This design comes from an exercise in tuning for small area, a short achievable clock period and few clock cycles on the open sky130 flow, not from production work. RTL that was checked went through simulation tests only; none was proved equivalent to the original. Power and IR drop assume default switching activity.

run 1:
// FPU
module FPU(clk, rstn, ctl, x1, x2, y, ready, en);
    input clk, rstn;
    input [4:0] ctl;
    input [31:0] x1, x2;
    input en;
    output reg ready;
    output [31:0] y;
    wire op_add   = (ctl == 5'd0) | (ctl == 5'd1);
    wire op_mul   = (ctl == 5'd2) | (ctl == 5'd20);
    wire op_fhalf = (ctl == 5'd5);
    wire op_ftoi  = (ctl == 5'd6);
    wire op_itof  = (ctl == 5'd7);
    wire op_floor = (ctl == 5'd8);
    wire op_feq   = (ctl == 5'd9);
    wire op_fle   = (ctl == 5'd10);
    wire op_fabs  = (ctl == 5'd11);
    wire op_fneg  = (ctl == 5'd12);
    wire op_fless = (ctl == 5'd13);
    wire op_fmin  = (ctl == 5'd14);
    wire op_fmax  = (ctl == 5'd15);
    wire op_fisz  = (ctl == 5'd16);
    wire op_fisp  = (ctl == 5'd17);
    wire op_fisn  = (ctl == 5'd18);
    wire lt = (x1[30:0] <  x2[30:0]);
    wire eq = (x1[30:0] == x2[30:0]);
    wire [26:0] m_ra, m_rb;
    wire m_cin;
    wire [31:0] mb = ctl[4] ? x1 : x2;
    fmul_s1 u_mul1 (.a(x1[22:0]), .b(mb[22:0]), .ra(m_ra), .rb(m_rb), .cin(m_cin));
    wire [9:0] m_ye0 = x1[30:23] + mb[30:23] + 10'd129;
    wire m_zero = ~(|x1[30:23]) | ~(|mb[30:23]);
    wire m_inf  = (&x1[30:23]) | (&mb[30:23]);
    wire m_ys   = x1[31] ^ mb[31];
    wire [26:0] a_S;
    wire [24:0] a_R;
    wire [7:0]  a_le;
    wire a_effsub, a_bs, a_ls, a_near, a_spec;
    wire [31:0] a_spec_y;
    wire [31:0] tsh;
    wire [31:0] mx;
    fadd_s1 u_add1 (.x1(x1), .x2(x2), .sub(ctl[0]), .ge(~lt), .is_ftoi(ctl[2]), .mx(mx[30:0]),
                    .tsh(tsh), .S(a_S), .R(a_R), .le(a_le),
                    .effsub(a_effsub), .bs(a_bs), .ls(a_ls), .isnear(a_near),
  ...
Size: about 4700 cells after synthesis, about 0.034 mm² of cells after synthesis.
==> flow/config.mk <==
export PLATFORM = sky130hd
export DESIGN_NAME = FPU
export DESIGN_NICKNAME = FPU
export VERILOG_FILES = /design/flow/design.v
export SDC_FILE = /design/flow/constraint.sdc
export NUM_CORES = 4
export LEC_CHECK = 0
export CAP_MARGIN = 5
export CORE_MARGIN = 2
export CORE_UTILIZATION = 40
export SETUP_SLACK_MARGIN = 3
export SLEW_MARGIN = 5
==> flow/constraint.sdc <==
create_clock -name core_clock -period 10.0 [get_ports {clk}]
set_input_delay 2.0000 -clock core_clock [delete_from_list [all_inputs] [get_ports {clk}]]
set_output_delay 2.0000 -clock core_clock [all_outputs]
set_load 0.01 [all_outputs]
standard.sh (not shown) runs the stock make flow with config.mk's settings and CLKGATE_MAP_FILE= SYNTH_SCRIPT=/design/flow/synth_recipe.tcl, a recipe that flattens the netlist after the stock synthesis.
==> flow/flow/run.sh <==
#!/bin/bash
# The standard layout (standard.sh: ORFS synthesis to finish, same
# constraints and settings), with two changes to how it is made:
#  - MATCH_CELL_FOOTPRINT=0: the resizer may swap a cell for any drive
#    strength of the same function (sky130hd's platform file limits it to
#    cells of the same footprint, so most gates cannot be upsized);
#  - the port buffers that buffer_ports puts on every input and output start
#    as buf_4 instead of a delay buffer.
# The whole make output goes to make.log; ORFS's per-step logs stay under
# orfs/logs.
set -euo pipefail
bash standard.sh MATCH_CELL_FOOTPRINT=0 \
    "BUFFER_PORTS_ARGS=-buffer_cell sky130_fd_sc_hd__buf_4" finish > make.log 2>&1
Input-level comparison between run 2 and run 1:
- swapping 5 for 20 in SLEW_MARGIN
- swapping 3 for 3.5 in SETUP_SLACK_MARGIN
- swapping 5 for 20 in CAP_MARGIN
## What came out
Row detailed-router iteration count before antenna repair: run 2 lower / run 1 higher
The worst max-slew margin expressed relative to the limit reported for run 2 is greater than that of run 1 by 15 points.
As far as count of multi-input gates is concerned, run 2 and run 1 perform about the same.
Of run 1 and run 2, run 1 shows the higher peak supply drop, with run 2 below it.
A critical path startpoint of r_S[23] is what run 2 shows, while r_S[17] belongs to run 1.
[compare] base=run 1 new=run 2: design area rose by about 4.7%, global-route total usage across every layer rose by 0.57 points.
Run 1 leaves more setup margin than run 2.
Post-synthesis to final-layout area growth is higher on run 2
## Diff of input files: run 3 against run 2
- SETUP_SLACK_MARGIN now 3, was 3.5
Results
In run 3 the time the worst path needs with I/O delays and setup turned out 0.056 ns lower than in run 2.
| total of fill cells in the finished design | run 3 vs run 2 | 197 higher |
Compared to run 2, run 3 reaches a higher achievable clock.
### run 3 -> run 4
==> flow/flow/run.sh <==
#!/bin/bash
# The standard layout (standard.sh: ORFS synthesis to finish, same
# constraints and settings), with three changes to how it is made:
#  - ADDER_MAP_FILE empty: synthesis does not pre-map full and half adders
#    into adder cells before abc, so abc sees whole carry paths and keeps the
#    parallel-prefix adders instead of relaxing them into ripple chains;
#  - MATCH_CELL_FOOTPRINT=0: the resizer may swap a cell for any drive
#    strength of the same function (sky130hd's platform file limits it to
#    cells of the same footprint);
#  - the port buffers that buffer_ports puts on every input and output start
#    as buf_4 instead of a delay buffer.
# Registers, their names and cell types are those of the standard synthesis.
# The whole make output goes to make.log; ORFS's per-step logs stay under
# orfs/logs.
set -euo pipefail
bash standard.sh ADDER_MAP_FILE= MATCH_CELL_FOOTPRINT=0 \
    "BUFFER_PORTS_ARGS=-buffer_cell sky130_fd_sc_hd__buf_4" finish > make.log 2>&1
## What came out
Changes observed in run 4 relative to run 3: DRC violation total after the first TritonRoute iteration has increased, worst setup slack climbed 0.19 ns, sum of routed wire length over all layers up 9.6%, sequential group share of total power went down. On relative area change from synthesis to final layout: run 4 sits below run 3. Max-slew headroom at the worst pin is lower on run 4. Max part of the Yosys area used for sequential elements across run 4 and run 3: run 3. Switching component of the power on run 4 is up relative to run 3. Against run 3, run 4 reports a area share of fa/ha/maj cells after synthesis that is lower. Run 4 ends up with higher internal power contribution than run 3 does.
Function was not checked in any run of this note: the RTL went through the layout flow alone.


== run A ==
Another version of the RTL of FPU (not shown whole).
For scale: roughly 4,800 cells after synthesis, ~140 flip-flops, roughly 34,000 um^2 of cells after synthesis.
Design FPU, start of the top module:
module FPU(clk, rstn, ctl, x1, x2, y, ready, en);
    input clk, rstn;
    input [4:0] ctl;
    input [31:0] x1, x2;
    input en;
    output reg ready;
    output [31:0] y;
    wire op_add   = (ctl == 5'd0) | (ctl == 5'd1);
    wire op_mul   = (ctl == 5'd2) | (ctl == 5'd20);
    wire op_fhalf = (ctl == 5'd5);
    wire op_ftoi  = (ctl == 5'd6);
    wire op_itof  = (ctl == 5'd7);
    wire op_floor = (ctl == 5'd8);
    wire op_feq   = (ctl == 5'd9);
    wire op_fle   = (ctl == 5'd10);
    wire op_fabs  = (ctl == 5'd11);
    wire op_fneg  = (ctl == 5'd12);
    wire op_fless = (ctl == 5'd13);
    wire op_fmin  = (ctl == 5'd14);
    wire op_fmax  = (ctl == 5'd15);
    wire op_fisz  = (ctl == 5'd16);
    wire op_fisp  = (ctl == 5'd17);
    wire op_fisn  = (ctl == 5'd18);
    wire lt = (x1[30:0] <  x2[30:0]);
    wire eq = (x1[30:0] == x2[30:0]);
    wire [26:0] m_ra, m_rb;
    wire m_cin;
    wire [31:0] mb = ctl[4] ? x1 : x2;
    fmul_s1 u_mul1 (.a(x1[22:0]), .b(mb[22:0]), .ra(m_ra), .rb(m_rb), .cin(m_cin));
    wire [9:0] m_ye0 = x1[30:23] + mb[30:23] + 10'd129;
    wire m_zero = ~(|x1[30:23]) | ~(|mb[30:23]);
    wire m_inf  = (&x1[30:23]) | (&mb[30:23]);
    wire m_ys   = x1[31] ^ mb[31];
    wire [26:0] a_S;
    wire [24:0] a_R;
    wire [7:0]  a_le;
    wire a_effsub, a_bs, a_ls, a_near, a_spec;
    wire [31:0] a_spec_y;
    wire [31:0] tsh;
    wire [31:0] mx;
    fadd_s1 u_add1 (.x1(x1), .x2(x2), .sub(ctl[0]), .ge(~lt), .is_ftoi(op_ftoi), .mx(mx[30:0]),
                    .tsh(tsh), .S(a_S), .R(a_R), .le(a_le),
                    .effsub(a_effsub), .bs(a_bs), .ls(a_ls), .isnear(a_near),
                    .spec(a_spec), .spec_y(a_spec_y));
    wire [31:0] half_v, ftoi_v, itof_v, floor_v;
    wire fmin_x1;
    wire half_i, ftoi_i, itof_i, floor_i;
    wire feq_y, fle_y, fless_y;
  ...
clock: 10.0 ns
lec_check: 0
cap_margin: 20
core_margin: 2
core_utilization: 40
setup_slack_margin: 2.5
slew_margin: 20
==> flow/flow/run.sh <==
#!/bin/bash
# The standard layout (standard.sh: ORFS synthesis to finish, same
# constraints and settings), with two changes to how it is made:
#  - MATCH_CELL_FOOTPRINT=0: the resizer may swap a cell for any drive
#    strength of the same function (sky130hd's platform file limits it to
#    cells of the same footprint, so most gates cannot be upsized);
#  - the port buffers that buffer_ports puts on every input and output start
#    as buf_4 instead of a delay buffer.
# The whole make output goes to make.log; ORFS's per-step logs stay under
# orfs/logs.
set -euo pipefail
bash standard.sh MATCH_CELL_FOOTPRINT=0 \
    "BUFFER_PORTS_ARGS=-buffer_cell sky130_fd_sc_hd__buf_4" finish > make.log 2>&1
Per the final summary, run A finished and its layout is clean on timing, DRC and antenna.
Modified inputs, run B compared to run A
==> flow/run.sh (new file) <==
#!/bin/bash
# synth_recipe.tcl (not shown) runs the flow's synth.tcl, then flattens the netlist and writes it again
# the make line also repeats each setting of config.mk as NAME=value (left out here)
make -C /OpenROAD-flow-scripts/flow DESIGN_CONFIG=/design/flow/config.mk WORK_HOME=/design/flow/orfs CLKGATE_MAP_FILE= SYNTH_SCRIPT=/design/flow/synth_recipe.tcl finish
removed: flow/flow/run.sh
removed: flow/standard.sh
==> comparison <==
Classification of the worst setup path = in2reg: run B; classification of the worst setup path = reg2out: run A
Run B against run A: fraction of met1 tracks used by global routing now sits higher, final area now sits higher, via count of the first global-routing pass now sits higher, relative contribution of sequential cells to total power now sits lower, worst slack at placement now sits higher.
~same overall power consumption in run A and run B
Run B vs run A: period utilization down
Compared with run A, in run B number of setup buffers added after CTS climbed 26, clock buffer and inverter area fraction after layout barely changed.
Input-level comparison between run C and run B:
==> flow/flow/run.sh (new file) <==
#!/bin/bash
# The standard layout (standard.sh: ORFS synthesis to finish, same
# constraints and settings), with two changes to how it is made:
#  - MATCH_CELL_FOOTPRINT=0: the resizer may swap a cell for any drive
#    strength of the same function (sky130hd's platform file limits it to
#    cells of the same footprint, so most gates cannot be upsized);
#  - the port buffers that buffer_ports puts on every input and output start
#    as buf_4 instead of a delay buffer.
# The whole make output goes to make.log; ORFS's per-step logs stay under
# orfs/logs.
set -euo pipefail
bash standard.sh MATCH_CELL_FOOTPRINT=0 \
    "BUFFER_PORTS_ARGS=-buffer_cell sky130_fd_sc_hd__buf_4" finish > make.log 2>&1
==> flow/standard.sh (new file) <==
#!/bin/bash
# synth_recipe.tcl (not shown) runs the flow's synth.tcl, then flattens the netlist and writes it again
# the make line also repeats each setting of config.mk as NAME=value (left out here)
make -C /OpenROAD-flow-scripts/flow DESIGN_CONFIG=/design/flow/config.mk WORK_HOME=/design/flow/orfs CLKGATE_MAP_FILE= SYNTH_SCRIPT=/design/flow/synth_recipe.tcl "${@:-finish}"
diff --git a/flow/config.mk b/flow/config.mk
--- a/flow/config.mk
+++ b/flow/config.mk
@@ -9,4 +9,4 @@
 export CORE_MARGIN = 2
 export CORE_UTILIZATION = 40
-export SETUP_SLACK_MARGIN = 2.5
+export SETUP_SLACK_MARGIN = 3
 export SLEW_MARGIN = 20
removed: flow/run.sh
When run C is measured against run B, its detailed-routing iteration count for the pre-antenna-repair pass turns out 1 higher.
Sequential share of layout area delta (run C -> run B): insignificant
The final reports for run C and run B show estimated wirelength of the detail-placed design lower in the former.
The combined flip-flop and latch cell area number comes out lower for run B vs run C.
Run B and run C ended up with roughly the same layout overhead on the synthesized area.
No run of this note included a check of the RTL's function; only the layout flow was run.


rev 12:
FPU, a different RTL version from the one above (not shown whole).
For scale: roughly 6700 cells after synthesis, ~35000 um^2 of cells after synthesis.
clock: 10.0 ns
lec_check: 0
abc_area: 1
cap_margin: 20
core_margin: 2
core_utilization: 55
setup_slack_margin: 4
slew_margin: 20
==> flow/flow/run.sh <==
#!/bin/bash
# The standard layout (standard.sh: ORFS synthesis to finish, same
# constraints; config.mk's settings, among them ABC_AREA 1, apply as usual),
# with three changes to how it is made:
#  - ADDER_MAP_FILE empty: synthesis does not pre-map full and half adders
#    into adder cells before abc, so abc maps whole carry paths and keeps the
#    parallel-prefix adders instead of relaxing them into ripple chains;
#  - MATCH_CELL_FOOTPRINT=0: the resizer may swap a cell for any drive
#    strength of the same function (sky130hd's platform file limits it to
#    cells of the same footprint);
#  - the port buffers that buffer_ports puts on every input and output start
#    as buf_4 instead of a delay buffer.
# Registers, their names and cell types are those of the standard synthesis.
# The whole make output goes to make.log; ORFS's per-step logs stay under
# orfs/logs.
set -euo pipefail
bash standard.sh ADDER_MAP_FILE= MATCH_CELL_FOOTPRINT=0 \
    "BUFFER_PORTS_ARGS=-buffer_cell sky130_fd_sc_hd__buf_4" finish > make.log 2>&1
Testbench counts of rev 12, summed over its fixed seeds: cycles 24,008.
[inputs] rev 13 vs rev 12
Settings: changing CORE_UTILIZATION from 55 to 40.
diff --git a/flow/flow/run.sh b/flow/flow/run.sh
--- a/flow/flow/run.sh
+++ b/flow/flow/run.sh
@@ -3,2 +3 @@
-# constraints; config.mk's settings, among them ABC_AREA 1, apply as usual),
-# with three changes to how it is made:
+# constraints and settings), with three changes to how it is made:
@@ -6 +5 @@
-#    into adder cells before abc, so abc maps whole carry paths and keeps the
+#    into adder cells before abc, so abc sees whole carry paths and keeps the
Results
[rev 13 vs rev 12] met2 routing resource usage after global routing: lower in rev 13
On worst setup slack, the higher figure sits with rev 13, not rev 12.
A source of the critical timing path of r_S[19] is what rev 13 shows, while r_effsub belongs to rev 12.
Per the comparison of rev 13 with rev 12, arrival time of data at the critical path endpoint lost 0.02 ns; overall routed net length rose by about 5.5%.
For global-route wire length before repair, dividing the value from rev 13 by the value from rev 12 gives 1.06.
Diff rev 12 -> rev 13: cell count after placement +4.2%; height of the die increased 17%.


FPU, a different RTL version from the one above (not shown whole).
Size: roughly 170 flip-flops, about 110 I/O pins.
Settings: LEC_CHECK=0, ABC_CLOCK_PERIOD_IN_PS=3500, CAP_MARGIN=20, CORE_MARGIN=2, CORE_UTILIZATION=40, SETUP_SLACK_MARGIN=2.5, SLEW_MARGIN=20; clock period 10.0 ns.
run.sh (not shown) runs the stock make flow with config.mk's settings and CLKGATE_MAP_FILE= SYNTH_SCRIPT=/design/flow/synth_recipe.tcl, a recipe that flattens the netlist after the stock synthesis.
Stock flow here: none of the scripts above is used.
The first run went through all stages and came out clean.
Next try:
--- a/flow/config.mk
+++ b/flow/config.mk
@@ -8 +8 @@
-export ABC_CLOCK_PERIOD_IN_PS = 3500
+export ABC_CLOCK_PERIOD_IN_PS = 6000
@@ -12 +12 @@
-export SETUP_SLACK_MARGIN = 2.5
+export SETUP_SLACK_MARGIN = 3
=>
- The changed run finished clean
- hold slack degrades by 0.0068 ns
- synthesized cell count is unchanged
- sequential share of layout area decreases by 0.31 points
- cell count climbs slightly
- setup slack improves by 0.028 ns
- area after synthesis stays the same
- first-iteration DRC count is lower slightly
- non-clock buffer count grows by 91
- clock-buffer cell count is unchanged
- combinational power rose by a few percent
Function was not checked in any run of this note: the RTL went through the layout flow alone.


cedar:
FPU, a different RTL version from the one above (not shown whole).
For scale: about 5700 cells after synthesis.
==> flow/config.mk <==
export PLATFORM = sky130hd
export DESIGN_NAME = FPU
export DESIGN_NICKNAME = FPU
export VERILOG_FILES = /design/flow/design.v
export SDC_FILE = /design/flow/constraint.sdc
export NUM_CORES = 4
export LEC_CHECK = 0
export CAP_MARGIN = 20
export CORE_MARGIN = 2
export CORE_UTILIZATION = 40
export SETUP_SLACK_MARGIN = 3
export SLEW_MARGIN = 20
==> flow/constraint.sdc <==
create_clock -name core_clock -period 10.0 [get_ports {clk}]
set_input_delay 2.0000 -clock core_clock [delete_from_list [all_inputs] [get_ports {clk}]]
set_output_delay 2.0000 -clock core_clock [all_outputs]
set_load 0.01 [all_outputs]
Testbench counts of cedar, summed over its fixed seeds: cycles 24,008.
Edits applied to the flow inputs when going from cedar to willow:
- ABC_CLOCK_PERIOD_IN_PS: unset -> 6000
--- outcome ---
From cedar to willow the numbers moved as follows: sequential power level, setup slack roughly the same. Re met2 track utilization from global routing: no difference whatsoever between willow and cedar. For netlist area before placement, cedar and willow come out practically identical. Diff cedar..willow | area of all placed cells without fillers | unchanged. From cedar to willow, final wirelength did not move at all. Minimum hold slack across cedar and willow: no real change. Count of vias placed by the detailed router came out exactly the same in cedar and willow. Reported for cedar and willow, power turned out identical to the last digit. Reported for cedar and willow, area of combinational cells with multiple inputs turned out identical to the last digit.

-- separate check: timing with driven ports --
Ports are ideal in the flow. The routed layouts listed here were re-timed in OpenROAD.
Step 1 assumes that a clkbuf_16 drives the clock port and a buf_2 every other input.
Step 2 adds t to the input delays and takes it off the output delays; t is the mean of the earliest and latest rising clock arrival at the registers after step 1. Input paths then give back, and output paths get back, about the clock's delay inside the block.
a / b / c = ideal ports / drivers / drivers and shift; a / b = the first two.
| run | shift t [ns] | setup slack, ns | worst setup path after step 2 | worst register clock-pin slew, ns |
|---|---|---|---|---|
| run 1 | 0.522 | 2.640 / 2.581 / 2.464 | input to register | 0.10 / 0.10 |
| run 2 | 0.529 | 2.633 / 2.569 / 2.415 | input to register | 0.07 / 0.07 |
| run 3 | 0.528 | 2.689 / 2.625 / 2.383 | input to register | 0.10 / 0.10 |
| run 4 | 0.546 | 2.878 / 2.817 / 2.600 | input to register | 0.08 / 0.08 |
| run A | 0.525 | 2.329 / 2.265 / 2.016 | input to register | 0.07 / 0.07 |
| run B | 0.541 | 2.499 / 2.497 / 1.956 | input to register | 0.08 / 0.08 |
| run C | 0.533 | 2.841 / 2.807 / 2.327 | input to register | 0.08 / 0.08 |
| rev 12 | 0.552 | 3.898 / 3.825 / 3.411 | input to register | 0.10 / 0.10 |
| rev 13 | 0.565 | 3.919 / 3.855 / 3.455 | input to register | 0.09 / 0.09 |
| the first run of note 4 | 0.528 | 2.083 / 2.092 / 1.565 | input to register | 0.08 / 0.08 |
| the second run of note 4 | 0.534 | 2.111 / 2.137 / 1.604 | input to register | 0.08 / 0.08 |
| cedar | 0.527 | 2.644 / 2.580 / 2.397 | input to register | 0.08 / 0.08 |
| willow | 0.527 | 2.644 / 2.580 / 2.397 | input to register | 0.08 / 0.08 |
After both steps setup and hold are still met in every run listed. The setup slack of run B, which loses most, moves by -0.002 ns with the drivers and by -0.543 ns with both steps.
